Source: an optimization exercise on an open RTL-to-GDS flow (aim: small area, a short achievable clock period and few clock cycles). Production flows keep margins and buffers that such runs may drop. Function was not checked in any run shown here: the RTL went through the layout flow alone. No activity file was given, so power comes from the tool's default toggle rates.

[flow/run.sh]
#!/bin/bash
# synth_recipe.tcl (not shown) runs the flow's synth.tcl, then flattens the netlist and writes it again
# the make line also repeats each setting of config.mk as NAME=value (left out here)
make -C /OpenROAD-flow-scripts/flow DESIGN_CONFIG=/design/flow/config.mk WORK_HOME=/design/flow/orfs CLKGATE_MAP_FILE= SYNTH_SCRIPT=/design/flow/synth_recipe.tcl finish
[flow/config.mk]
export PLATFORM = sky130hd
export DESIGN_NAME = risc_processor
export DESIGN_NICKNAME = risc_processor
export VERILOG_FILES = /design/flow/design.v
export SDC_FILE = /design/flow/constraint.sdc
export NUM_CORES = 4
export LEC_CHECK = 0
export CAP_MARGIN = 20
export CORE_MARGIN = 2
export CORE_UTILIZATION = 65
export PLACE_DENSITY = 0.8
export SETUP_SLACK_MARGIN = 3.0
export SLEW_MARGIN = 20
export SYNTH_HIERARCHICAL = 1
export SYNTH_MINIMUM_KEEP_SIZE = 0
export TNS_END_PERCENT = 5
[flow/constraint.sdc]
create_clock -name core_clock -period 6.0 [get_ports {clk}]
set_input_delay 1.2000 -clock core_clock [delete_from_list [all_inputs] [get_ports {clk}]]
set_output_delay 1.2000 -clock core_clock [all_outputs]
set_load 0.01 [all_outputs]
[flow/design.v]
module add10 (input wire [9:0] a, b, output wire [9:0] s);
assign s = a + b;
endmodule
module risc_processor (
    input wire clk,reset,
    output wire [9:0] imem_addr,
    input wire [31:0] imem_data,
    output wire [9:0] dmem_addr,
    output wire [31:0] dmem_wdata,
    output wire dmem_we,
    input wire [31:0] dmem_rdata,
    output wire halted
);
reg  [9:0]  pc;
reg         halt_r;
reg  [31:0] xa;               
reg  [31:0] xb;               
reg  [9:0]  xaddr;            
reg  [3:0]  xrd;              
reg         xwen;             
reg         xld, xst;         
reg         xcbr;             
reg  [1:0]  xbop;             
reg         xpred;            
reg  [9:0]  xalt;             
reg         xsub, xadd, xand, xxor, xor_, xnot, xshl, xsra, xsrl, xpass;
reg  [31:0] rf [1:15];
assign imem_addr = pc;
assign halted    = halt_r;
wire [31:0] sum = xa + xb;
wire [31:0] xoth = ({32{xld}}  & dmem_rdata)
                 | ({32{xand}} & (xa & xb))
                 | ({32{xxor}} & (xa ^ xb))
                 | ({32{xor_}} & (xa | xb))
                 | ({32{xnot}} & ~xa)
                 | ({32{xshl}} & {xa[30:0], 1'b0})
                 | ({32{xsra}} & {xa[31], xa[31:1]})
                 | ({32{xsrl}} & {1'b0, xa[31:1]})
                 | ({32{xpass}} & xa);
wire [31:0] xres = ({32{xadd}} & sum) | ({32{xsub}} & ~sum) | xoth;
assign dmem_addr  = xaddr;
assign dmem_wdata = xb;
assign dmem_we    = xst;
wire azero = (xa == 32'd0);
wire taken = (xbop == 2'b01) ? xa[31] :
             (xbop == 2'b10) ? (~xa[31] & ~azero) : azero;
wire mispredict = xcbr & (taken != xpred);
always @(posedge clk)
    if (xwen) rf[xrd] <= xres;
wire [31:0] ins = imem_data;
wire [5:0]  op  = ins[31:26];
wire [3:0]  rs  = ins[24:21];
wire [3:0]  rt  = ins[19:16];
wire [3:0]  rd  = ins[14:11];
wire is_halt = (ins == 32'hFFFFFFFF);
wire is_r    = (op[5:4] == 2'b00);
wire is_i    = (op[5:4] == 2'b01);
wire is_mem  = (op[5:4] == 2'b10);
wire is_br   = (op[5:4] == 2'b11) & ~is_halt;
wire is_ld   = is_mem & ~op[1];
wire is_st   = is_mem & op[1];
wire is_bru  = is_br & (op[1:0] == 2'b00);
wire [3:0] dst = is_r ? rd : rt;
wire wr      = (is_r | is_i | is_ld) & (dst != 4'd0);
reg [3:0] fn;
always @(*) begin
    if (is_r)
        fn = ins[3:0] - 4'd1;
    else if (is_i & (op[3:0] != 4'd10))
        fn = op[3:0];
    else
        fn = 4'd0;
end
wire fwa = xwen & (xrd == rs);
wire fwb = xwen & (xrd == rt);
wire [31:0] ra = (rs == 4'd0) ? 32'd0 : rf[rs];
wire [31:0] rb = (rt == 4'd0) ? 32'd0 : rf[rt];
wire sub = (fn == 4'd1);
wire [31:0] imm = {{16{ins[15]}}, ins[15:0]};
wire fa_p = fwa & ((xadd & ~sub) | (xsub & sub));
wire fa_n = fwa & ((xsub & ~sub) | (xadd & sub));
wire fa_o = fwa & ~xadd & ~xsub;
wire [31:0] xa_d = ({32{fa_p}} & sum) | ({32{fa_n}} & ~sum)
                 | ({32{fa_o}} & (xoth ^ {32{sub}}))
                 | ({32{~fwa}} & (ra ^ {32{sub}}));
wire fb   = fwb & ~is_i;
wire [31:0] xb_d = ({32{fb & xadd}} & sum) | ({32{fb & xsub}} & ~sum)
                 | ({32{fb}} & xoth)
                 | ({32{~fwb & ~is_i}} & rb)
                 | ({32{is_i}} & imm);
wire b0  = is_i ? ins[0] : (fwb ? xres[0] : rb[0]);
wire addr_stall = is_mem & fwa;
wire [9:0] addr;
add10 addr_add (.a(ra[9:0]), .b(ins[9:0]), .s(addr));
wire [9:0] pc1    = pc + 10'd1;
wire [10:0] tgt1  = {pc, 1'b1} + {ins[9:0], 1'b1};  
wire [9:0] target = tgt1[10:1];
wire pred         = is_br & (is_bru | ins[15]);
wire issue = ~mispredict & ~halt_r & ~addr_stall;
always @(posedge clk) begin
    xa    <= xa_d;
    xb    <= xb_d;
    xaddr <= addr;
    xrd   <= dst;
    xbop  <= op[1:0];
    xpred <= pred;
    xalt  <= pred ? pc1 : target;
    xsub  <= sub;
    xadd  <= (fn == 4'd0) & ~is_ld;
    xand  <= (fn == 4'd2);
    xxor  <= (fn == 4'd3);
    xor_  <= (fn == 4'd4);
    xnot  <= (fn == 4'd5);
    xshl  <= ((fn == 4'd6) | (fn == 4'd7)) & b0;
    xsra  <= (fn == 4'd8) & b0;
    xsrl  <= (fn == 4'd9) & b0;
    xpass <= (fn >= 4'd6) & (fn <= 4'd9) & ~b0;
    if (reset) begin
        pc     <= 10'd0;
        halt_r <= 1'b0;
        xwen   <= 1'b0;
        xld    <= 1'b0;
        xst    <= 1'b0;
        xcbr   <= 1'b0;
    end else begin
        xwen <= issue & wr;
        xld  <= issue & is_ld;
        xst  <= issue & is_st;
        xcbr <= issue & is_br & ~is_bru;
        if (issue & is_halt)
            halt_r <= 1'b1;
        if (mispredict)
            pc <= xalt;
        else if (issue & ~is_halt)
            pc <= pred ? target : pc1;
    end
end
endmodule
==> impl_results.md, run 1 <==
- Post-synth top area share: 44.09%
- Final setup viols: 0
- Worst slew pin tran: 1.154 ns
- Inserted Diodes: 0
- CP Buf/Inv Count: 2
- Synthesized instance count: 2552
- Final Max Slew Viols: 0
- Max-Slew Margin vs Limit: 22.68%
- Clk buf depth: 3
- Core Footprint: 49860 sq um
- Top cells by area, synth: edfxtp_1 (44%), mux4_2 (14%), dfxtp_1 (7.1%)
- Status: complete, no violations
- Nets: 2891
- Crit path DAT: 3.79 ns
- Fill cells: 2903
- Final setup margin: 2.724 ns
- Final setup TNS: 0 ns
- HP Class: reg2reg
- Post-DP Area: 34630 sq um
- Largest net degree at the start of global routing: 79
- CP Max Fanout: 6
- IO Count: 120
- Rows: 82
- Pre-CTS setup slack: 1.111 ns
- Num CTS Buffers: 61
- Vias in the first global route: 25640
- Synth unique cells: 74
- HP Start: xalt[7]
- PortBufs: 119
- Routed Antenna Nets: 0
- Cell Chain, Critical Path: inv_2, ha_4, a21oi_4, nor3b_2, o31a_1, a311o_2, a31o_4, a311oi_4, buf_6, mux2i_4, nand2_4, a221o_1
- CP top delay family: compound AO/OA/AOI/OAI gates
- Final Hold Viols: 0
- Syn Nets: 2706
- Crit Path Category: reg2reg
- Vias per cell: 7.649
- Yosys reg bits: 596
- Die area: 52110 sq um
- Die height: 228.3 um
- Detailed Place HPWL: 66.87 mm
- Drt pass-1 iters: 8
- Post-route clock skew: 0.03026 ns
- Post-route DRC: 0
- CTS tree: built
- Post-layout instance area: 39000 sq um
- EDFF count, synth: 480
- Post-Syn Area: 32690 sq um
- First-pass GRT wire length: 163.1 mm
- # hold bufs at CTS: 0
- Slowest stage delay, CP: 0.50 ns
- PnR Total Power: 13.10 mW
- PwrDens: 335.9 nW/um^2
- YS warnings: 7
- Initial Util: 65.57%
- Syn Area/Cell: 12.81 sq um
- Chip Width: 228.3 um
- Critical Path Start: xa[1]
- Register area share after synthesis: 51.19%
- 1st-iter DRT viols: 4792
- Final Util: 78.22%
- Cell accounting for the most synthesized area: edfxtp_1
- Gr usage total: 42.28%
- Required time worst endpoint: 6.51 ns
- Ys flop type: edfxtp_1
- Clock sinks: 596
- Tmin final: 3.276 ns
- CTS clk-pin slew, worst paths: 0.07 ns
- Share of cells above drive strength 1: 27.61%
- Crit-path slowest cell: a311o_2
- Final period utilization: 54.60%
- Peak supply drop: 0.0002987 V
- Clk Latency, worst-skew pair: 0.67 ns
- Post-Route WL: 114.5 mm
- RR Startpoint: xa[1]
- Ys async rst share: 0%
- Area delta synth->final: 19.31%
- Fmax: 305.3 MHz
- Leakage: 14.00 nW
- Initial antenna violation count: 1
- Crit start category: flop
- H-tree depth: 2
- DR vias: 26470
- Setup repair after global routing missed its margin: yes
- GPL Wtd Cong: 0.9548
- Total gr overflow: 0
- Clk Tree Root Cell: clkbuf_16
- Max_cap viols: 0
- Routed len/inst: 33.09 um
- Crit end category: flop
## synthesized netlist by cell type (all sizes together), types with 20 or more instances
master and n:
edfxtp 480, mux4 204, mux2i 159, nand2 150, nor2 145, a21oi 132
clkbuf 129, inv 122, dfxtp 116, o21ai 103, ha 85, nor3 63
a222oi 61, buf 60, a211oi 39, xnor2 38, nand3 36, mux2 33
a22oi 31, o211ai 29, and3 27, nor2b 24, xor2 24, a21o 23
o22ai 20
## power by group
group	switching, mW	internal (mW)	leakage [nW]	total (mW)
sequential	0.224	5.12	5.33	5.34
combinational	2.33	1.54	7.66	3.88
clock	1.71	2.18	1.01	3.88
total	4.26	8.84	14.0	13.1
## Yosys stat by module, one instance, submodules excluded
module,cells,times used,cell area [sq um]
risc_processor,2501,1,32310
add10,51,1,385.4
## cell type report
| cell class | count | area, sq um | area share (%) |
|---|---|---|---|
| multi-input combinational | 1645 | 15830 | 40.58 |
| sequential | 596 | 16850 | 43.19 |
| clock inverter | 33 | 322.8 | 0.8276 |
| clock buffer | 82 | 1707 | 4.375 |
| inverter | 123 | 470.5 | 1.206 |
| timing repair buffer | 310 | 2989 | 7.663 |
| tap | 672 | 840.8 | 2.156 |
## metrics by stage
step	hold slack, ns	cells
4_1_cts	0.4700	3412
3_5_place_dp	0.4613	3225
5_1_grt	0.5000	3461
2_1_floorplan	0.4365	2552
3_3_place_gp	0.4436	3224
6_report	0.4642	3461
## metal layers
layer  up-vias  share of wire, %  GRT usage [%]
met4         2               7.2          23.94
met2      2499                45          64.42
met3       602                15          11.31
met1     12900                33          55.53
met5         -             0.011              0
li1      10480                 -              -
## worst paths after layout
path                            endpoint  slack [ns]  cells past startpoint
worst max register to register    xb[27]        2.72                     12
worst max-delay path              xb[27]        2.72                     12
worst min-delay path               pc[7]        0.46                      2
worst min register to register     pc[7]        0.46                      2
## sequential cells by signal, summed over array words and instances (netlist names), 2 cells and up
register and cells:
xa 32, xb 32, rf 480, xbop 2
xaddr 10, xrd 4, pc 10, xalt 10
## kinds of logic (layout without fill, tap and decap cells)
family | after synthesis | in the layout | synth area share [%]
mux | 396 | 396 | 20.06
flops | 596 | 596 | 51.19
xor+xnor | 62 | 62 | 1.661
fa+ha+maj | 88 | 88 | 3.437
simple gates | 521 | 522 | 7.421
compound gates | 577 | 577 | 12.48
buf+inv | 312 | 548 | 3.747
## cells in the final DEF, fill, tap and decap left out, types with 32 or more instances in the layout
| cell type | n |
|---|---|
| edfxtp_1 | 480 |
| mux4_2 | 204 |
| mux2i_1 | 155 |
| buf_4 | 151 |
| nand2_1 | 138 |
| nor2_1 | 136 |
| a21oi_1 | 119 |
| inv_1 | 110 |
| clkdlybuf4s50_1 | 102 |
| o21ai_0 | 87 |
| dfxtp_1 | 75 |
| clkbuf_16 | 65 |
| a222oi_1 | 61 |
| ha_1 | 55 |
| nor3_1 | 53 |
| nand3_1 | 35 |
| mux2_2 | 33 |
| xnor2_1 | 32 |
## repair_timing
action                     4_1_cts  5_1_grt
pin swaps                       39       48
resized for setup              205      132
setup buffers                   64       46
setup endpoints to repair      470      450
gates cloned                     8        3
## worst min-delay path, stage by stage (launching register included)
cell,delay (ns)
dfxtp_1,0.30
mux2i_1,0.05
nor2_1,0.08
==> run 2: changes to the inputs <==
--- a/flow/design.v
+++ b/flow/design.v
@@ -54,3 +54,3 @@
 wire [3:0]  rd  = ins[14:11];
-wire is_halt = (ins == 32'hFFFFFFFF);
+wire is_halt = (op[5:2] == 4'b1111);
 wire is_r    = (op[5:4] == 2'b00);
@@ -58,3 +58,3 @@
 wire is_mem  = (op[5:4] == 2'b10);
-wire is_br   = (op[5:4] == 2'b11) & ~is_halt;
+wire is_br   = (op[5:2] == 4'b1100);
 wire is_ld   = is_mem & ~op[1];
@@ -133,3 +133,3 @@
             pc <= xalt;
-        else if (issue & ~is_halt)
+        else if (issue)
             pc <= pred ? target : pc1;
--- a/flow/config.mk
+++ b/flow/config.mk
@@ -9,4 +9,5 @@
 export CORE_MARGIN = 2
-export CORE_UTILIZATION = 65
-export PLACE_DENSITY = 0.8
+export CORE_UTILIZATION = 40
+export CTS_BUF_LIST = sky130_fd_sc_hd__clkbuf_8
+export PLACE_DENSITY = 0.6
 export SETUP_SLACK_MARGIN = 3.0
==> impl_results.md, run 2 <==
- Status: complete, no violations
- Cell depth of the worst flop-to-flop path: 13
- First-pass GRT wire length: 155.5 mm
- Post-Syn Area: 33010 sq um
- Ys flop type: edfxtp_1
- Final Hold Viols: 0
- Slowest stage delay, CP: 0.40 ns
- EDFF count, synth: 480
- Clk buf depth: 3
- Clk Latency, worst-skew pair: 0.71 ns
- Detailed Place HPWL: 65.86 mm
- Routed len/inst: 27.66 um
- Crit path DAT: 3.59 ns
- RR Endpoint: rf[8][22]
- Area delta synth->final: 18.54%
- Routed Antenna Nets: 0
- Max_cap viols: 0
- Post-synth top area share: 43.66%
- Clk Tree Root Cell: clkbuf_8
- Final period utilization: 52.63%
- Synthesized instance count: 2632
- Die area: 84840 sq um
- Final Max Slew Viols: 0
- Rows: 105
- Core Footprint: 81850 sq um
- PortBufs: 117
- Int Power: 8.245 mW
- Tmin final: 3.158 ns
- Worst slew pin tran: 1.197 ns
- Required time worst endpoint: 6.44 ns
- PwrDens: 315.8 nW/um^2
- # hold bufs at CTS: 0
- Synth unique cells: 78
- Die height: 291.3 um
- Combinational cell fraction of total power: 29.3%
- Vias in the first global route: 24100
- GPL Wtd Cong: 0.9209
- Fill cells: 7104
- Critical Path Start: xb[0]
- Top cells by area, synth: edfxtp_1 (44%), mux4_2 (13%), dfxtp_1 (7.0%)
- YS warnings: 7
- Final setup viols: 0
- Leakage: 13.98 nW
- Vias per cell: 6.331
- Largest net degree at the start of global routing: 95
- IO Count: 120
- Clock sinks: 596
- Chip Width: 291.3 um
- Register area: 16820 sq um
- CTS clk-pin slew, worst paths: 0.06 ns
- Top reg by flops: rf
- Max reg flops: 480
- Net switching power: 4.114 mW
- Initial Util: 40.33%
- Post-layout instance area: 39130 sq um
- Ys async rst share: 0%
- Crit start category: flop
- DR vias: 24980
- Switching part of the total: 33.29%
- Gr usage total: 24.45%
- Register area share after synthesis: 50.70%
- RR Startpoint: xb[0]
- Clock power frac: 27.9%
- Hold WS: 0.4676 ns
- Crit-path slowest cell: fa_2
- Most instantiated cells after synthesis: edfxtp_1 (480), nor2_1 (221), mux4_2 (186), mux2i_1 (177)
- Post-Route WL: 109.2 mm
- PnR Total Power: 12.36 mW
- Area of the multi-input gates: 15910 sq um
- Syn Area/Cell: 12.54 sq um
- Max-Slew Margin vs Limit: 20.11%
- Setup repair after global routing missed its margin: yes
- Peak supply drop: 0.0001506 V
- H-tree depth: 3
- Reg power frac: 42.8%
- Share of cells above drive strength 1: 24.74%
- Post-route DRC: 0
- Cell accounting for the most synthesized area: edfxtp_1
- WHS Endpoint: pc[6]
- Yosys reg bits: 596
- Cell Chain, Critical Path: ha_4, fa_2, a21oi_4, o21ai_4, a2111oi_4, buf_4, o21ai_4, buf_4, a31oi_4, xnor2_2, nor2_1, a211o_4, buf_12
- Num CTS Buffers: 97
- Nets: 2949
- Post-route clock skew: 0.02850 ns
- Crit Path Category: reg2reg
- Most common cell in the synthesized netlist: edfxtp_1
- Commonest non-fill, non-tap cell in the layout: edfxtp_1
- HP Start: xalt[6]
- Initial antenna violation count: 1
- Fmax: 316.7 MHz
- Post-DP Area: 35340 sq um
- Commonest non-fill, non-tap cells in the layout: edfxtp_1 (480), nor2_1 (202), mux4_2 (186)
- Total gr overflow: 0
- HP Class: reg2reg
- CTS tree: built
- Final setup TNS: 0 ns
- Crit end category: flop
- Setup slack, reg-to-reg: 2.84 ns
- CP Max Fanout: 15
- Drt pass-1 iters: 9
- 1st-iter DRT viols: 2998
- Worst hold path cell count: 2
- Biggest regs: rf: 480 flops, xa: 32 flops, xb: 32 flops
- Syn Nets: 2785
==> run 2: cell types whose count changed after synthesis, moves of 12 or more <==
cell      before  now
mux2i_1      159  177
nor3_1        63   36
a211oi_1      39   75
nor2_1       145  221
a22oi_1       30    6
mux4_2       204  186
a221oi_1      15   28
o311ai_0      17   29
nand2_1      150  131
o21ai_0      102   84
nor2b_1       24    9
==> run 2: power groups by stage <==
stage / Sequential [mW] / Clock [mW] / Combinational [mW]
detailed placement: 5.37 / 0 / 2.93
CTS: 5.28 / 3.50 / 3.08
global route: 5.30 / 3.69 / 3.84
global placement: 5.36 / 0 / 2.87
floorplan: 5.30 / 0 / 1.88
finish: 5.29 / 3.44 / 3.62
==> run 2: cell families after synthesis <==
family | synth area share [%]
fa+ha+maj | 3.366
mux | 19.22
simple gates | 7.372
buf+inv | 4.124
flops | 50.70
compound gates | 13.61
xor+xnor | 1.615
==> run 2: how the worst max path moves through the flow <==
stage / end / slack [ns] / cells after the start
3_5_place_dp: xa[30] / 1.05 / 14
3_3_place_gp: xa[24] / 1.11 / 14
4_1_cts: xb[31] / 2.47 / 8
6_report: rf[8][22] / 2.84 / 13
2_1_floorplan: xaddr[8] / 2.16 / 11
5_1_grt: rf[8][22] / 2.79 / 13
==> run 2: modules after synthesis, one instance, submodules excluded <==
module,times used,cells
add10,1,51
risc_processor,1,2581
==> run 2: metrics by stage <==
step                      instances  setup slack [ns]  util (%)
after floorplan                2632             2.157         -
after global placement         3687             1.111     43.17
after detailed placement       3687             1.045     43.17
after CTS                      3880             2.470     46.01
after global routing           3945             2.793     47.81
final                          3946             2.843     47.81
==> run 2: area by class of cell <==
| type | instances | share of cell area, % |
|---|---|---|
| Sequential cell | 596 | 42.98 |
| Multi-Input combinational cell | 1705 | 40.67 |
| Timing Repair Buffer | 263 | 6.856 |
| Clock buffer | 101 | 3.552 |
| Tap cell | 1070 | 3.421 |
| Inverter | 133 | 1.308 |
| Clock inverter | 76 | 1.202 |
| Antenna cell | 2 | 0.01279 |
==> run 2: repair_timing <==
item | in CTS | in global routing
gates resized for setup | 83 | 209
buffers inserted | 14 | 54
cloned | 2 | 8
setup endpoints to repair | 464 | 433
pin swaps | 17 | 55
==> run 2: per-layer routing <==
layer,wire (um),vias to the layer above,GRT usage (%),share of wire (%)
met5,0,-,0,0
met1,43930,12680,32.78,40
met4,3477,0,8.492,3.2
met2,51820,1343,40.11,47
li1,-,10740,-,-
met3,9924,215,4.192,9.1
==> run 2: worst max-delay path: cells and delay by family, from the launching register on <==
family / cells / cell delay, ns
flops: 1 / 0.36
xor+xnor: 1 / 0.19
fa+ha+maj: 2 / 0.57
simple gates: 1 / 0.10
compound gates: 6 / 1.14
buf+inv: 3 / 0.49
==> run 3: changes to the inputs <==
--- a/flow/config.mk
+++ b/flow/config.mk
@@ -10,3 +10,2 @@
 export CORE_UTILIZATION = 40
-export CTS_BUF_LIST = sky130_fd_sc_hd__clkbuf_8
 export PLACE_DENSITY = 0.6
==> impl_results.md, run 3 <==
- Fill cells: 7077
- Clk Tree Root Cell: clkbuf_16
- Leakage: 13.79 nW
- Routed Antenna Nets: 0
- Peak supply drop: 0.0002461 V
- Area delta synth->final: 17.94%
- H-tree depth: 2
- Clock power frac: 28.8%
- Synthesized instance count: 2632
- Routed len/inst: 27.99 um
- Vias per cell: 6.371
- Cell Chain, Critical Path: clkbuf_8, mux4_2, mux4_2, a21o_1, or4b_1, o211a_1
- Crit Path Category: in2reg
- CTS tree: built
- Gr usage total: 24.19%
- Clock sinks: 596
- Synth unique cells: 78
- Yosys reg bits: 596
- Detailed Place HPWL: 65.86 mm
- Commonest non-fill, non-tap cells in the layout: edfxtp_1 (480), nor2_1 (199), mux4_2 (186)
- YS warnings: 7
- Status: complete, no violations
- Die height: 291.3 um
- RR Endpoint: xb[30]
- Final period utilization: 53.69%
- Crit-path slowest cell: mux4_2
- Worst slew pin tran: 1.187 ns
- Critical Path Most Common Cell: mux4_2
- Required time worst endpoint: 6.53 ns
- Die area: 84840 sq um
- Share of cells above drive strength 1: 23.03%
- Final setup viols: 0
- Post-Syn Area: 33010 sq um
- HP Start: xalt[6]
- HP Class: reg2reg
- CP Max Fanout: 94
- Net switching power: 3.961 mW
- Tmin final: 3.221 ns
- Cell accounting for the most synthesized area: edfxtp_1
- Inserted Diodes: 0
- Most common cell in the synthesized netlist: edfxtp_1
- Fmax: 310.4 MHz
- WHS Endpoint: pc[6]
- Ys async rst share: 0%
- Crit end category: flop
- Max-Slew Margin vs Limit: 20.77%
- Drt pass-1 iters: 9
- Initial Util: 40.33%
- Biggest regs: rf: 480 flops, xa: 32 flops, xb: 32 flops
- Clk Latency, worst-skew pair: 0.65 ns
- Max reg flops: 480
- Final setup TNS: 0 ns
- Setup repair after global routing missed its margin: yes
- Nets: 2901
- Int Power: 8.393 mW
- Combinational cell fraction of total power: 28.4%
- GPL Wtd Cong: 0.9209
- Worst hold path cell count: 2
- Slowest stage delay, CP: 0.57 ns
- Pre-CTS setup slack: 1.045 ns
- Vias in the first global route: 23680
- 1st-iter DRT viols: 2928
- Largest net degree at the start of global routing: 95
- Syn Nets: 2785
- Final Hold Viols: 0
- PortBufs: 117
- Chip Width: 291.3 um
- Core Footprint: 81850 sq um
- Post-route clock skew: 0.01987 ns
- CTS clk-pin slew, worst paths: 0.07 ns
- Final setup margin: 2.779 ns
- PwrDens: 317.3 nW/um^2
- Max_cap viols: 0
- Commonest non-fill, non-tap cell in the layout: edfxtp_1
- Clk buf depth: 3
- Setup slack, reg-to-reg: 2.81 ns
- Rows: 105
- Most instantiated cells after synthesis: edfxtp_1 (480), nor2_1 (221), mux4_2 (186), mux2i_1 (177)
- Reg power frac: 42.8%
- Final Max Slew Viols: 0
- Initial antenna violation count: 0
- Syn Area/Cell: 12.54 sq um
- First-pass GRT wire length: 154.3 mm
- Total gr overflow: 0
- Top reg by flops: rf
- Post-route DRC: 0
- RR Startpoint: xa[0]
- Crit path DAT: 3.75 ns
- Register area share after synthesis: 50.70%
- EDFF count, synth: 480
- DR vias: 24630
- Post-Route WL: 108.2 mm
- Num CTS Buffers: 59
- Crit start category: input pin
- IO Count: 120
- Top cells by area, synth: edfxtp_1 (44%), mux4_2 (13%), dfxtp_1 (7.0%)
- Cell depth of the worst flop-to-flop path: 12
- Ys flop type: edfxtp_1
- Switching part of the total: 32.06%
- # hold bufs at CTS: 0
- Post-synth top area share: 43.66%
run 3: cell counts after synthesis:
No cell type changed its count.
run 3: worst max-delay path by stage:
stage | start | end
after floorplan | imem_data[21] | xaddr[8]
after global placement | imem_data[1] | xa[24]
after detailed placement | imem_data[1] | xa[30]
after CTS | xa[31] | xb[31]
after global routing | xa[0] | xb[14]
final | imem_data[17] | xb[30]
run 3: worst max-delay path, delay by kind of cell:
kind,cells,cell delay (ns)
AO/OA/AOI/OAI,2,0.38
AND/OR/NAND/NOR,1,0.51
buffers and inverters,1,0.53
multiplexers,2,0.99
run 3: per-stage QoR:
stage / util (%) / cells / cell area [sq um] / total power, mW / hold slack, ns
global route: 47.57 / 3866 / 38930 / 12.81 / 0.4935
CTS: 45.99 / 3812 / 37640 / 11.97 / 0.4677
floorplan: - / 2632 / 33020 / 7.186 / 0.4325
finish: 47.57 / 3866 / 38930 / 12.35 / 0.4670
global placement: 43.17 / 3687 / 35340 / 8.237 / 0.4463
detailed placement: 43.17 / 3687 / 35340 / 8.299 / 0.4538
run 3: logic make-up (layout without fill, tap and decap cells):
family                   after synthesis  count (layout)  share of synthesized area [%]
XOR/XNOR                              60              60                          1.615
buffers and inverters                332             496                          4.124
AND/OR/NAND/NOR                      541             541                          7.372
adder cells (fa/ha/maj)               87              87                          3.366
multiplexers                         397             397                          19.22
AO/OA/AOI/OAI                        619             619                          13.61
flip-flops                           596             596                          50.70
run 3: power by group through the flow:
| stage | clock, mW | combinational [mW] | sequential, mW |
|---|---|---|---|
| floorplan | 0 | 1.88 | 5.30 |
| global placement | 0 | 2.87 | 5.36 |
| detailed placement | 0 | 2.93 | 5.37 |
| CTS | 3.61 | 3.07 | 5.28 |
| global route | 3.77 | 3.74 | 5.30 |
| finish | 3.56 | 3.51 | 5.29 |
run 3: per-module statistics from Yosys, one instance, submodules excluded:
module | cells | times used | cell area (sq um) | flip-flops and latches
add10 | 51 | 1 | 385.4 | 0
risc_processor | 2581 | 1 | 32630 | 596
run 3: layout make-up:
cell class	count	area (sq um)	share of cell area (%)
Clock inverter	32	222.7	0.5720
Timing Repair Buffer	254	2595	6.665
Multi-Input combinational cell	1704	15850	40.71
Clock buffer	77	1607	4.126
Sequential cell	596	16810	43.17
Tap cell	1070	1339	3.439
Inverter	133	514.2	1.321
run 3: layer usage:
metal	GRT usage (%)	part of all wire (%)	wire, um	vias up
met5	0	0	0	-
met4	7.785	3.0	3290	0
met3	3.879	9.0	9780	208
met2	39.77	48	51990	1310
met1	32.79	40	43160	12480
li1	-	-	-	10640
run 3: timing repair:
| item | CTS | global route |
|---|---|---|
| endpoints found under the setup margin | 455 | 429 |
| cloned | 2 | 6 |
| pin swaps | 16 | 48 |
| buffers inserted | 14 | 46 |
| gates resized for setup | 91 | 191 |
| endpoints found under the hold margin | 0 | 0 |
==> run 4: changes to the inputs <==
--- a/flow/config.mk
+++ b/flow/config.mk
@@ -10,2 +10,3 @@
 export CORE_UTILIZATION = 40
+export CTS_BUF_LIST = sky130_fd_sc_hd__clkbuf_4
 export PLACE_DENSITY = 0.6
==> impl_results.md, run 4 <==
- Synthesized instance count: 2632
- Slowest stage delay, CP: 0.42 ns
- Post-Route WL: 107.7 mm
- Commonest non-fill, non-tap cell in the layout: edfxtp_1
- 1st-iter DRT viols: 2810
- Die height: 291.3 um
- Top cells by area, synth: edfxtp_1 (44%), mux4_2 (13%), dfxtp_1 (7.0%)
- Peak supply drop: 0.0001433 V
- Status: complete, no violations
- PwrDens: 316.5 nW/um^2
- Leakage: 13.77 nW
- Clock power frac: 28.3%
- Reg power frac: 43.7%
- Yosys reg bits: 596
- Die area: 84840 sq um
- HP Class: reg2reg
- H-tree depth: 4
- Max-Slew Margin vs Limit: 32.93%
- Required time worst endpoint: 6.86 ns
- Switching part of the total: 33.32%
- Combinational cell fraction of total power: 28.0%
- Most instantiated cells after synthesis: edfxtp_1 (480), nor2_1 (221), mux4_2 (186), mux2i_1 (177)
- Post-synth top area share: 43.66%
- Area delta synth->final: 16.01%
- Crit-path slowest cell: dfxtp_2
- Initial Util: 40.33%
- Top reg by flops: rf
- Crit Path Category: reg2reg
- Final setup TNS: 0 ns
- Total gr overflow: 0
- Final period utilization: 53.42%
- Int Power: 8.082 mW
- Crit path DAT: 4.07 ns
- Largest net degree at the start of global routing: 124
- Post-route DRC: 0
- First-pass GRT wire length: 155.8 mm
- Crit end category: flop
- Net switching power: 4.039 mW
- Biggest regs: rf: 480 flops, xa: 32 flops, xb: 32 flops
- Cell accounting for the most synthesized area: edfxtp_1
- Final Hold Viols: 0
- Num CTS Buffers: 156
- CP Buf/Inv Count: 2
- Post-route clock skew: 0.05768 ns
- Initial antenna violation count: 1
- Post-Syn Area: 33010 sq um
- Most common cell in the synthesized netlist: edfxtp_1
- Detailed Place HPWL: 65.86 mm
- Clk buf depth: 3
- Clk Tree Root Cell: clkbuf_4
- CTS clk-pin slew, worst paths: 0.06 ns
- Syn Area/Cell: 12.54 sq um
- Gr usage total: 24.58%
- Ys flop type: edfxtp_1
- Core Footprint: 81850 sq um
- Final std cells w/o fill: 4001
- CTS tree: built
- Share of cells above drive strength 1: 25.67%
- Pre-CTS setup slack: 1.045 ns
- Clock sinks: 596
- Drt pass-1 iters: 8
- PortBufs: 117
- Crit start category: flop
- Setup repair after global routing missed its margin: yes
- Worst slew pin tran: 1.006 ns
- Register area share after synthesis: 50.70%
- Rows: 105
- Clk Latency, worst-skew pair: 1.02 ns
- Cell Chain, Critical Path: inv_1, ha_4, nand2_2, nor3b_4, o21ai_4, a21o_1, a2111oi_4, buf_4, a21oi_2, and3_4, a211o_4, a221o_1
- Fill cells: 7301
- Placed cell count: 3687
- Max reg flops: 480
- Final setup margin: 2.795 ns
- Synth unique cells: 78
- YS warnings: 7
- Commonest non-fill, non-tap cells in the layout: edfxtp_1 (480), clkbuf_4 (216), nor2_1 (205)
- Chip Width: 291.3 um
- CP top delay family: compound AO/OA/AOI/OAI gates
- Final setup viols: 0
- Routed len/inst: 26.92 um
- Vias per cell: 6.270
- Max_cap viols: 0
- GPL Wtd Cong: 0.9209
- Fmax: 312.0 MHz
- Routed Antenna Nets: 0
- # hold bufs at CTS: 0
- CP Max Fanout: 6
- Syn Nets: 2785
- Tmin final: 3.205 ns
- DR vias: 25090
- Final Max Slew Viols: 0
- IO Count: 120
- Vias in the first global route: 24470
- Nets: 2963
- EDFF count, synth: 480
- Ys async rst share: 0%
run 4: cell counts after synthesis:
Identical to the previous run, type by type.
run 4: through the flow:
stage / total power, mW / util, % / area [sq um] / hold slack (ns)
6_report: 12.12 / 46.79 / 38300 / 0.4650
5_1_grt: 12.66 / 46.79 / 38290 / 0.4806
4_1_cts: 11.95 / 46.11 / 37740 / 0.4682
3_5_place_dp: 8.299 / 43.17 / 35340 / 0.4538
3_3_place_gp: 8.237 / 43.17 / 35340 / 0.4463
2_1_floorplan: 7.186 / - / 33020 / 0.4325
run 4: layout make-up:
class	count	area [sq um]	share of cell area, %
sequential	596	16830	43.95
multi-input combinational	1705	15640	40.83
timing repair buffer	218	2079	5.430
clock buffer	214	1607	4.195
tap	1070	1339	3.496
inverter	133	504.2	1.317
clock inverter	63	292.8	0.7645
antenna	2	5.005	0.01307
run 4: repair_timing:
item | 4_1_cts | 5_1_grt
pin swaps | 19 | 19
gates cloned | 0 | 3
gates resized for setup | 129 | 96
setup buffers | 15 | 15
setup endpoints to repair | 498 | 451
run 4: kinds of logic (layout without fill, tap and decap cells):
| group | after synthesis | after routing | synth area share, % |
|---|---|---|---|
| AOI/OAI and AO/OA | 619 | 620 | 13.61 |
| xor gates and xnor gates | 60 | 60 | 1.615 |
| adders and majority gates | 87 | 87 | 3.366 |
| buffers and inverters | 332 | 628 | 4.124 |
| DFF | 596 | 596 | 50.70 |
| muxes | 397 | 397 | 19.22 |
| other | 0 | 2 | 0 |
| and+or+nand+nor | 541 | 541 | 7.372 |
run 4: metal layers:
metal	up-vias	global-route usage, %	part of all wire, %
met3	223	5.444	8.6
met4	0	8.859	3.0
met5	-	0	0
met1	12700	32.74	41
met2	1309	39.51	48
li1	10860	-	-
run 4: final timing paths:
check	start	cells past startpoint	endpoint	slack (ns)
setup / recovery	xa[3]	12	xb[27]	2.79
setup reg to reg	xa[3]	12	xb[27]	2.79
hold / removal	xalt[6]	2	pc[6]	0.46
hold reg to reg	xalt[6]	2	pc[6]	0.46
run 4: worst min-delay path: stages, from the launching register on:
cell and delay (ns):
dfxtp_1 0.30, mux2i_1 0.05, nor2_1 0.07
run 4: power groups by stage:
stage          combinational [mW]  clock, mW  sequential [mW]
2_1_floorplan                1.88          0             5.30
3_3_place_gp                 2.87          0             5.36
3_5_place_dp                 2.93          0             5.37
4_1_cts                      3.13       3.53             5.28
5_1_grt                      3.61       3.74             5.31
6_report                     3.39       3.43             5.30
run 4: modules after synthesis, one instance, submodules excluded:
module          times used  flip-flops and latches  area (sq um)
add10                    1                       0         385.4
risc_processor           1                     596         32630
==> run 5: changes to the inputs <==
--- a/flow/config.mk
+++ b/flow/config.mk
@@ -10,5 +10,5 @@
 export CORE_UTILIZATION = 40
-export CTS_BUF_LIST = sky130_fd_sc_hd__clkbuf_4
+export CTS_BUF_LIST = sky130_fd_sc_hd__clkbuf_8
 export PLACE_DENSITY = 0.6
-export SETUP_SLACK_MARGIN = 3.0
+export SETUP_SLACK_MARGIN = 2.6
 export SLEW_MARGIN = 20
==> impl_results.md, run 5 <==
- Status: complete, no violations
- Post-layout instance area: 37700 sq um
- Total gr overflow: 0
- Vias in the first global route: 23930
- Register area share after synthesis: 50.70%
- Post-Syn Area: 33010 sq um
- RR Endpoint: xb[22]
- Biggest regs: rf: 480 flops, xa: 32 flops, xb: 32 flops
- Setup repair after global routing missed its margin: yes
- Clock sinks: 596
- DR vias: 24430
- Cell accounting for the most synthesized area: edfxtp_1
- Max_cap viols: 0
- Crit path DAT: 4.06 ns
- Routed Antenna Nets: 0
- Chip Width: 291.3 um
- Final setup viols: 0
- HP Class: reg2reg
- Crit start category: flop
- EDFF count, synth: 480
- Crit end category: flop
- H-tree depth: 3
- YS warnings: 7
- CTS clk-pin slew, worst paths: 0.06 ns
- CTS tree: built
- Final Hold Viols: 0
- Tmin final: 3.465 ns
- Peak supply drop: 0.0001481 V
- 1st-iter DRT viols: 2825
- Area of the multi-input gates: 15230 sq um
- Register area: 16740 sq um
- Core Footprint: 81850 sq um
- Top reg by flops: rf
- Vias per cell: 6.280
- Die height: 291.3 um
- Area delta synth->final: 14.20%
- Detailed Place HPWL: 65.86 mm
- Most instantiated cells after synthesis: edfxtp_1 (480), nor2_1 (221), mux4_2 (186), mux2i_1 (177)
- Final Max Slew Viols: 0
- RR Startpoint: xb[0]
- Largest net degree at the start of global routing: 124
- # hold bufs at CTS: 0
- Required time worst endpoint: 6.59 ns
- Nets: 2894
- IO Count: 120
- Crit Path Category: reg2reg
- Fmax: 288.6 MHz
- Leakage: 13.52 nW
- Post-DP Area: 35340 sq um
- PwrDens: 314.8 nW/um^2
- Clk buf depth: 3
- Post-synth top area share: 43.66%
- Crit path to: xb[22]
- GPL Wtd Cong: 0.9209
- Post-route clock skew: 0.03383 ns
- Pre-CTS setup slack: 1.045 ns
- Yosys reg bits: 596
- Rows: 105
- First-pass GRT wire length: 153.8 mm
- Cell depth of the worst flop-to-flop path: 11
- CP Max Fanout: 16
- Clk Tree Root Cell: clkbuf_8
- Clk Latency, worst-skew pair: 0.71 ns
- Max reg flops: 480
- Post-route DRC: 0
- Initial Util: 40.33%
- Final setup margin: 2.535 ns
- Share of cells above drive strength 1: 19.23%
- Critical Path Start: xb[0]
- Final period utilization: 57.75%
- PortBufs: 117
- Commonest non-fill, non-tap cell in the layout: edfxtp_1
- Most common cell in the synthesized netlist: edfxtp_1
- Synth unique cells: 78
- Routed len/inst: 27.21 um
- Syn Area/Cell: 12.54 sq um
- Ys async rst share: 0%
- Drt pass-1 iters: 9
- Die area: 84840 sq um
- Top cells by area, synth: edfxtp_1 (44%), mux4_2 (13%), dfxtp_1 (7.0%)
- Max-Slew Margin vs Limit: 23.56%
- Syn Nets: 2785
- Commonest non-fill, non-tap cells in the layout: edfxtp_1 (480), nor2_1 (209), mux4_2 (186)
- Synthesized instance count: 2632
- Fill cells: 7232
- Post-Route WL: 105.9 mm
- Worst slew pin tran: 1.145 ns
- Num CTS Buffers: 97
- Setup slack, reg-to-reg: 2.54 ns
- Ys flop type: edfxtp_1
- Initial antenna violation count: 1
- Gr usage total: 24.17%
- PnR Total Power: 11.87 mW
- Final setup TNS: 0 ns
## run 5: report_power, final
group / switching (mW) / internal (mW) / leakage [nW]
registers: 0.215 / 5.07 / 5.33
logic: 1.98 / 1.16 / 7.16
clock network: 1.73 / 1.72 / 1.03
total: 3.92 / 7.95 / 13.5
## run 5: cell families after synthesis
kind of cell             after synthesis  synth area share [%]
buffers and inverters                332                 4.124
AND/OR/NAND/NOR                      541                 7.372
multiplexers                         397                 19.22
adder cells (fa/ha/maj)               87                 3.366
flip-flops                           596                 50.70
AO/OA/AOI/OAI                        619                 13.61
XOR/XNOR                              60                 1.615
## run 5: worst max-delay path, cell delays in order (launching register included)
cell and delay (ns):
dfxtp_1 0.36, ha_1 0.27, fa_1 0.43, a21oi_2 0.19
o21ai_2 0.12, a2111oi_4 0.49, o21ai_2 0.17, a31oi_1 0.20
xnor2_1 0.25, nor2_1 0.07, a211o_2 0.46, a211o_1 0.33
## run 5: repair_timing
action / CTS / global route
setup endpoints to repair: 319 / 376
cloned: 0 / 1
resized for setup: 16 / 61
buffers inserted: 2 / 17
pin swaps: 3 / 6
## run 5: how the worst min path moves through the flow
stage | start | endpoint | slack [ns] | depth (start not counted)
finish | xalt[6] | pc[6] | 0.47 | 2
global placement | xalt[1] | pc[1] | 0.45 | 2
floorplan | xalt[8] | pc[8] | 0.43 | 2
detailed placement | xalt[6] | pc[6] | 0.45 | 2
global route | xalt[2] | pc[2] | 0.48 | 2
CTS | xalt[6] | pc[6] | 0.47 | 2
## run 5: modules after synthesis (local to each module, per instance)
module,times used,cells inside,flip-flops and latches
risc_processor,1,2581,596
add10,1,51,0
## run 5: final cells by class
| class | instances | share of cell area (%) |
|---|---|---|
| clock inverters | 76 | 1.248 |
| diodes | 1 | 0.006638 |
| inverters | 133 | 1.347 |
| clock buffers | 101 | 3.687 |
| well taps | 1070 | 3.551 |
| flip-flops and latches | 596 | 44.42 |
| repair buffers | 209 | 5.334 |
| multi-input cells | 1704 | 40.41 |
## run 5: routing by layer
| layer | up-vias | global-route usage [%] | wire [um] |
|---|---|---|---|
| li1 | 10620 | - | - |
| met1 | 12380 | 32.46 | 43010 |
| met2 | 1227 | 39.39 | 50380 |
| met3 | 199 | 4.352 | 9133 |
| met4 | 0 | 8.480 | 3335 |
| met5 | - | 0 | 0 |
## run 5: per-stage QoR
| step | hold slack (ns) | util, % | instances |
|---|---|---|---|
| after global routing | 0.4839 | 46.06 | 3890 |
| final | 0.4698 | 46.06 | 3890 |
| after global placement | 0.4463 | 43.17 | 3687 |
| after CTS | 0.4686 | 45.54 | 3866 |
| after floorplan | 0.4325 | - | 2632 |
| after detailed placement | 0.4538 | 43.17 | 3687 |
==> run 6: changes to the inputs <==
--- a/flow/config.mk
+++ b/flow/config.mk
@@ -12,3 +12,3 @@
 export PLACE_DENSITY = 0.6
-export SETUP_SLACK_MARGIN = 2.6
+export SETUP_SLACK_MARGIN = 3.2
 export SLEW_MARGIN = 20
==> impl_results.md, run 6 <==
- Status: complete, no violations
- EDFF count, synth: 480
- Routed len/inst: 28.29 um
- Top reg by flops: rf
- First-pass GRT wire length: 159.7 mm
- Synth unique cells: 78
- DR vias: 24950
- Most common cell in the synthesized netlist: edfxtp_1
- Clk buf depth: 3
- Ys async rst share: 0%
- Initial Util: 40.33%
- Metal-1 WL: 44.64 mm
- Largest net degree at the start of global routing: 73
- Share of cells above drive strength 1: 24.32%
- Final setup TNS: 0 ns
- Post-Synth Simple-Gate Area: 7.372%
- Leakage: 14.01 nW
- IO Count: 120
- Multiplexer share of the synthesized area: 19.22%
- Cell accounting for the most synthesized area: edfxtp_1
- Synthesized instance count: 2632
- Placed cell count: 3687
- Vias per cell: 6.346
- CTS tree: built
- Die height: 291.3 um
- Clk Latency, worst-skew pair: 0.75 ns
- Post-route clock skew: 0.04784 ns
- Cell depth of the worst flop-to-flop path: 12
- Final setup viols: 0
- Max-Slew Margin vs Limit: 29.14%
- CP Max Fanout: 21
- Final period utilization: 51.97%
- Clk Tree Root Cell: clkbuf_8
- Rows: 105
- Crit-path slowest cell: buf_2
- Met3 routed WL: 10.44 mm
- # hold bufs at CTS: 0
- Detailed Place HPWL: 66.30 mm
- H-tree depth: 3
- PwrDens: 314.5 nW/um^2
- Crit Path Category: in2reg
- Worst hold path cell count: 2
- Largest family of logic cells by synthesized area: multiplexers
- Cell Chain, Critical Path: buf_2, xor2_1, nor3_1, nand3_1, and2_1, buf_4, a21o_1, or4b_1, o211a_1
- YS warnings: 7
- Total gr overflow: 0
- Slowest stage delay, CP: 0.50 ns
- Commonest non-fill, non-tap cells in the layout: edfxtp_1 (480), nor2_1 (204), mux4_2 (186)
- Die area: 84840 sq um
- Area delta synth->final: 18.61%
- PortBufs: 117
- Routed Antenna Nets: 0
- Tmin final: 3.118 ns
- Most instantiated cells after synthesis: edfxtp_1 (480), nor2_1 (221), mux4_2 (186), mux2i_1 (177)
- Num CTS Buffers: 97
- Syn Nets: 2785
- RR Startpoint: xb[0]
- Worst slew pin tran: 1.057 ns
- Crit end category: flop
- Nets: 2938
- CTS clk-pin slew, worst paths: 0.06 ns
- Final Hold Viols: 0
- Chip Width: 291.3 um
- Final setup margin: 2.882 ns
- Peak supply drop: 0.0001928 V
- Yosys reg bits: 596
- Xor and xnor area share after synthesis: 1.615%
- HP Class: reg2reg
- Setup slack, reg-to-reg: 2.90 ns
- Met2 Wirelength: 51.97 mm
- Post-Route WL: 111.2 mm
- Highest metal layer with signal wires: met4
- Crit start category: input pin
- RR Endpoint: rf[15][30]
- Biggest regs: rf: 480 flops, xa: 32 flops, xb: 32 flops
- Vias in the first global route: 24850
- Post-Syn Area: 33010 sq um
- 1st-iter DRT viols: 3212
- Max reg flops: 480
- Drt pass-1 iters: 8
- Setup repair after global routing missed its margin: yes
- GPL Wtd Cong: 0.8995
- Final Max Slew Viols: 0
- Ys flop type: edfxtp_1
- Clock sinks: 596
- Commonest non-fill, non-tap cell in the layout: edfxtp_1
- Post-synth top area share: 43.66%
- Initial antenna violation count: 1
- Max_cap viols: 0
- Post-DP Area: 35390 sq um
- Post-route DRC: 0
- Syn Area/Cell: 12.54 sq um
- Crit path DAT: 3.71 ns
- Register area share after synthesis: 50.70%
- Pre-CTS setup slack: 1.379 ns
- Post-layout instance area: 39150 sq um
- HP Start: xalt[6]
- Required time worst endpoint: 6.59 ns
- Gr usage total: 25.11%
- Synth Area in Compound Gates: 13.61%
- WHS Endpoint: pc[6]
- Fmax: 320.7 MHz
- Adder and majority gate portion of the synthesized area: 3.366%
- Final std cells w/o fill: 3931
- Top cells by area, synth: edfxtp_1 (44%), mux4_2 (13%), dfxtp_1 (7.0%)
- Core Footprint: 81850 sq um
## run 6: cell count changes in the layout (fill, tap and decap cells not counted), sizes merged, moves of 2 or more
cell           before  now
buf                95  132
bufbuf              0    2
clkbuf            107  109
clkdlybuf4s50     104   99
clkinv             55   24
diode               1    3
inv               148  178
## run 6: layer usage
metal	up-vias	track usage, %
li1	10700	-
met1	12630	34.05
met2	1374	40.37
met3	247	4.245
met4	0	9.680
met5	-	0
## run 6: cell families after synthesis
group,Yosys count
xor+xnor,60
compound gates,619
mux,397
simple gates,541
buf+inv,332
flops,596
fa+ha+maj,87
## run 6: report_power, final
group	internal (mW)	total (mW)	switching, mW
registers	5.08	5.30	0.214
clock network	1.71	3.42	1.71
logic	1.44	3.60	2.16
total	8.23	12.3	4.09
## run 6: stage by stage
| step | utilization [%] | power (mW) | hold slack [ns] |
|---|---|---|---|
| 2_1_floorplan | - | 7.201 | 0.4325 |
| 3_3_place_gp | 43.23 | 8.244 | 0.4461 |
| 3_5_place_dp | 43.24 | 8.328 | 0.4665 |
| 4_1_cts | 46.82 | 12.12 | 0.4788 |
| 5_1_grt | 47.83 | 12.78 | 0.4986 |
| 6_report | 47.84 | 12.31 | 0.4728 |
## run 6: timing repair
item,in CTS,in global routing
setup endpoints to repair,527,535
pin swaps,36,24
setup buffers,40,14
gates resized for setup,179,140
gates cloned,5,9
## run 6: final cells by class
type	count	area [sq um]
fillers	7051	42690
flip-flops and latches	596	16840
multi-input cells	1705	15940
repair buffers	250	2668
well taps	1070	1339
clock buffers	97	1335
inverters	133	519.2
clock inverters	75	486.7
repair inverters	2	13.76
diodes	3	7.507
## run 6: worst max path at each step
stage          slack, ns         end          start  cells past startpoint
2_1_floorplan       2.53    xaddr[8]  imem_data[21]                     13
4_1_cts             2.94  rf[12][30]          xb[0]                     12
5_1_grt             2.82      xb[26]          xb[0]                     11
3_3_place_gp        1.39      xa[25]   imem_data[1]                     14
6_report            2.88      xb[30]  imem_data[19]                      9
3_5_place_dp        1.38      xa[27]   imem_data[1]                     14
## run 6: critical path: cells and delay by family
family / cells / cell delay [ns]
AO/OA/AOI/OAI: 2 / 0.37
XOR/XNOR: 1 / 0.14
buffers and inverters: 2 / 0.81
AND/OR/NAND/NOR: 4 / 1.16
## run 6: per-module statistics from Yosys (local to each module, per instance)
module	times used	cells inside
add10	1	51
risc_processor	1	2581
==> run 7: changes to the inputs <==
--- a/flow/config.mk
+++ b/flow/config.mk
@@ -12,3 +12,3 @@
 export PLACE_DENSITY = 0.6
-export SETUP_SLACK_MARGIN = 3.2
+export SETUP_SLACK_MARGIN = 3.0
 export SLEW_MARGIN = 20
@@ -16,2 +16,2 @@
 export SYNTH_MINIMUM_KEEP_SIZE = 0
-export TNS_END_PERCENT = 5
+export TNS_END_PERCENT = 100
==> impl_results.md, run 7 <==
- Status: complete, no violations
- Die height: 291.3 um
- Crit Path Category: reg2reg
- H-tree depth: 3
- Vias in the first global route: 25240
- Cell Chain, Critical Path: ha_4, fa_2, a21oi_4, o21ai_4, a2111oi_4, buf_4, o21ai_4, nand2_2, o41ai_4, xor2_2, buf_4, or4b_1, o211a_1
- Max reg flops: 480
- Crit path DAT: 3.79 ns
- Final setup viols: 0
- Num CTS Buffers: 100
- Peak supply drop: 0.0001823 V
- Crit start category: flop
- Register area share after synthesis: 50.70%
- Ys async rst share: 0%
- Initial antenna violation count: 2
- Drt pass-1 iters: 8
- Initial Util: 40.33%
- Int Power: 8.724 mW
- Most common cell in the synthesized netlist: edfxtp_1
- Final period utilization: 53.50%
- Max_cap viols: 0
- Slowest stage delay, CP: 0.46 ns
- Commonest non-fill, non-tap cells in the layout: edfxtp_1 (480), nor2_1 (199), mux4_2 (186)
- Combinational cell fraction of total power: 30.5%
- Commonest non-fill, non-tap cell in the layout: edfxtp_1
- Syn Area/Cell: 12.54 sq um
- Area delta synth->final: 21.45%
- Detailed Place HPWL: 66.55 mm
- Tmin final: 3.210 ns
- Routed len/inst: 27.74 um
- Xor and xnor area share after synthesis: 1.615%
- # hold bufs at CTS: 0
- Final Hold Viols: 0
- Final Max Slew Viols: 0
- Final setup TNS: 0 ns
- YS warnings: 7
- HP Class: reg2reg
- Fill cells: 7057
- 1st-iter DRT viols: 3351
- Total gr overflow: 0
- Rows: 105
- Post-Syn Area: 33010 sq um
- Critical path depth in cells: 13
- Largest family of logic cells by synthesized area: multiplexers
- Gr usage total: 25.42%
- CTS tree: built
- Clk Tree Root Cell: clkbuf_8
- Share of cells above drive strength 1: 27.80%
- Crit-path slowest cell: or4b_1
- First-pass GRT wire length: 161.8 mm
- Synth Area in Compound Gates: 13.61%
- Setup repair after global routing missed its margin: yes
- Worst hold path cell count: 2
- Top cells by area, synth: edfxtp_1 (44%), mux4_2 (13%), dfxtp_1 (7.0%)
- Nets: 3000
- Routed Antenna Nets: 0
- Chip Width: 291.3 um
- Clock power frac: 28.5%
- Hold WS: 0.4752 ns
- Clock sinks: 596
- CP Buf/Inv Count: 2
- Cell depth of the worst flop-to-flop path: 13
- Synth unique cells: 78
- Post-Synth Simple-Gate Area: 7.372%
- Multiplexer share of the synthesized area: 19.22%
- Top reg by flops: rf
- CP top delay family: compound AO/OA/AOI/OAI gates
- Syn Nets: 2785
- Ys flop type: edfxtp_1
- Net switching power: 4.186 mW
- Crit end category: flop
- GPL Wtd Cong: 0.9424
- Max-Slew Margin vs Limit: 20.83%
- Leakage: 14.41 nW
- Post-route clock skew: 0.04156 ns
- CTS clk-pin slew, worst paths: 0.06 ns
- Post-Route WL: 110.9 mm
- Yosys reg bits: 596
- Clk buf depth: 3
- EDFF count, synth: 480
- Clk Latency, worst-skew pair: 0.72 ns
- Most instantiated cells after synthesis: edfxtp_1 (480), nor2_1 (221), mux4_2 (186), mux2i_1 (177)
- Largest net degree at the start of global routing: 75
- CP Max Fanout: 4
- Cell accounting for the most synthesized area: edfxtp_1
- Fmax: 311.5 MHz
- Required time worst endpoint: 6.58 ns
- Post-route DRC: 0
- PortBufs: 117
- Synthesized instance count: 2632
- IO Count: 120
- Reg power frac: 41.0%
- Die area: 84840 sq um
- PwrDens: 322.0 nW/um^2
- Biggest regs: rf: 480 flops, xa: 32 flops, xb: 32 flops
- Switching part of the total: 32.42%
- Adder and majority gate portion of the synthesized area: 3.366%
- Worst slew pin tran: 1.186 ns
- DR vias: 25390
- Post-synth top area share: 43.66%
- Core Footprint: 81850 sq um
- Vias per cell: 6.350
-- run 7: final cells by class --
cell class / count / area [sq um] / share of cell area (%)
clock buffer: 107 / 1473 / 3.673
sequential: 596 / 16860 / 42.05
timing repair inverter: 1 / 3.754 / 0.009362
antenna: 1 / 2.502 / 0.006242
clock inverter: 76 / 551.8 / 1.376
tap: 1070 / 1339 / 3.339
timing repair buffer: 310 / 3206 / 7.995
multi-input combinational: 1705 / 16150 / 40.27
inverter: 133 / 511.7 / 1.276
-- run 7: layer usage --
layer / vias up / part of all wire (%) / wire length [um] / track usage (%)
met1: 12880 / 40 / 44620 / 34.23
met4: 2 / 3.1 / 3455 / 8.619
li1: 10850 / - / - / -
met2: 1425 / 47 / 52340 / 41.57
met3: 239 / 9.5 / 10500 / 4.436
met5: - / 0.0072 / 8 / 0
-- run 7: cell families after synthesis --
logic type / after synthesis
xor gates and xnor gates: 60
DFF: 596
AOI/OAI and AO/OA: 619
muxes: 397
adders and majority gates: 87
and+or+nand+nor: 541
buffers and inverters: 332
-- run 7: path summary, 6_finish.rpt --
| kind | from | end | slack, ns |
|---|---|---|---|
| setup / recovery | xa[0] | xb[30] | 2.79 |
| hold / removal | xalt[2] | pc[2] | 0.48 |
| setup reg to reg | xa[0] | xb[30] | 2.79 |
| hold reg to reg | xalt[2] | pc[2] | 0.48 |
-- run 7: modules after synthesis, one instance, submodules excluded --
module,flops+latches,times used
risc_processor,596,1
add10,0,1
-- run 7: power groups by stage --
| stage | clock network [mW] | registers, mW | logic (mW) |
|---|---|---|---|
| after floorplan | 0 | 5.30 | 1.92 |
| after global placement | 0 | 5.36 | 2.89 |
| after detailed placement | 0 | 5.37 | 2.96 |
| after CTS | 3.73 | 5.28 | 3.49 |
| after global routing | 3.92 | 5.31 | 4.17 |
| final | 3.68 | 5.30 | 3.93 |
-- run 7: stage by stage --
step	instance area (sq um)	utilization, %	setup slack [ns]	cells	total power, mW
after floorplan	33330	-	2.543	2632	7.219
after global placement	35450	43.31	1.506	3688	8.254
after detailed placement	35480	43.35	1.481	3691	8.337
after CTS	39100	47.78	2.813	3940	12.50
after global routing	40090	48.98	2.768	3999	13.40
final	40090	48.98	2.790	3999	12.91
-- run 7: tightest hold or removal path, cell delays in order, from the launching register on --
cell      delay (ns)
dfxtp_1         0.30
nor2_1          0.09
a311oi_1        0.05
-- run 7: what timing repair did --
action	in CTS	in global routing
endpoints found under the setup margin	453	274
pin swaps	43	57
setup buffers	57	53
cloned	9	4
resized for setup	234	123

afterwards: timing with drivers on the ports:
The results above use ideal ports. As a check the final layouts listed here were re-extracted and re-timed, cells and wires unchanged.
Step 1 (the two cells are an assumption about what drives the block):
set clk [get_ports {clk}]
set_driving_cell -lib_cell sky130_fd_sc_hd__clkbuf_16 $clk
set_driving_cell -lib_cell sky130_fd_sc_hd__buf_2 [delete_from_list [all_inputs] $clk]
Step 2 also shifts input and output timing later by t, the mid clock arrival at the registers, as if the neighbouring blocks saw the same clock.
Three values: no drivers, after step 1, after step 2; two values: the first two.
| run | shift t [ns] | setup WS [ns] | worst hold slack (ns) |
|---|---|---|---|
| run 1 | 0.716 | 2.724 / 2.509 / 1.792 | 0.464 / 0.464 / 0.464 |
| run 2 | 0.758 | 2.843 / 2.737 / 1.979 | 0.468 / 0.468 / 0.468 |
| run 3 | 0.706 | 2.779 / 2.678 / 1.972 | 0.467 / 0.467 / 0.467 |
| run 4 | 1.042 | 2.795 / 2.786 / 1.763 | 0.465 / 0.465 / 0.465 |
| run 5 | 0.756 | 2.535 / 2.517 / 1.762 | 0.470 / 0.470 / 0.470 |
| run 6 | 0.781 | 2.882 / 2.729 / 1.948 | 0.473 / 0.473 / 0.473 |
| run 7 | 0.757 | 2.790 / 2.749 / 1.992 | 0.475 / 0.475 / 0.475 |
After both steps setup and hold are still met in every run listed. The setup slack of run 4, which loses most, moves by -0.009 ns with the drivers and by -1.032 ns with both steps.
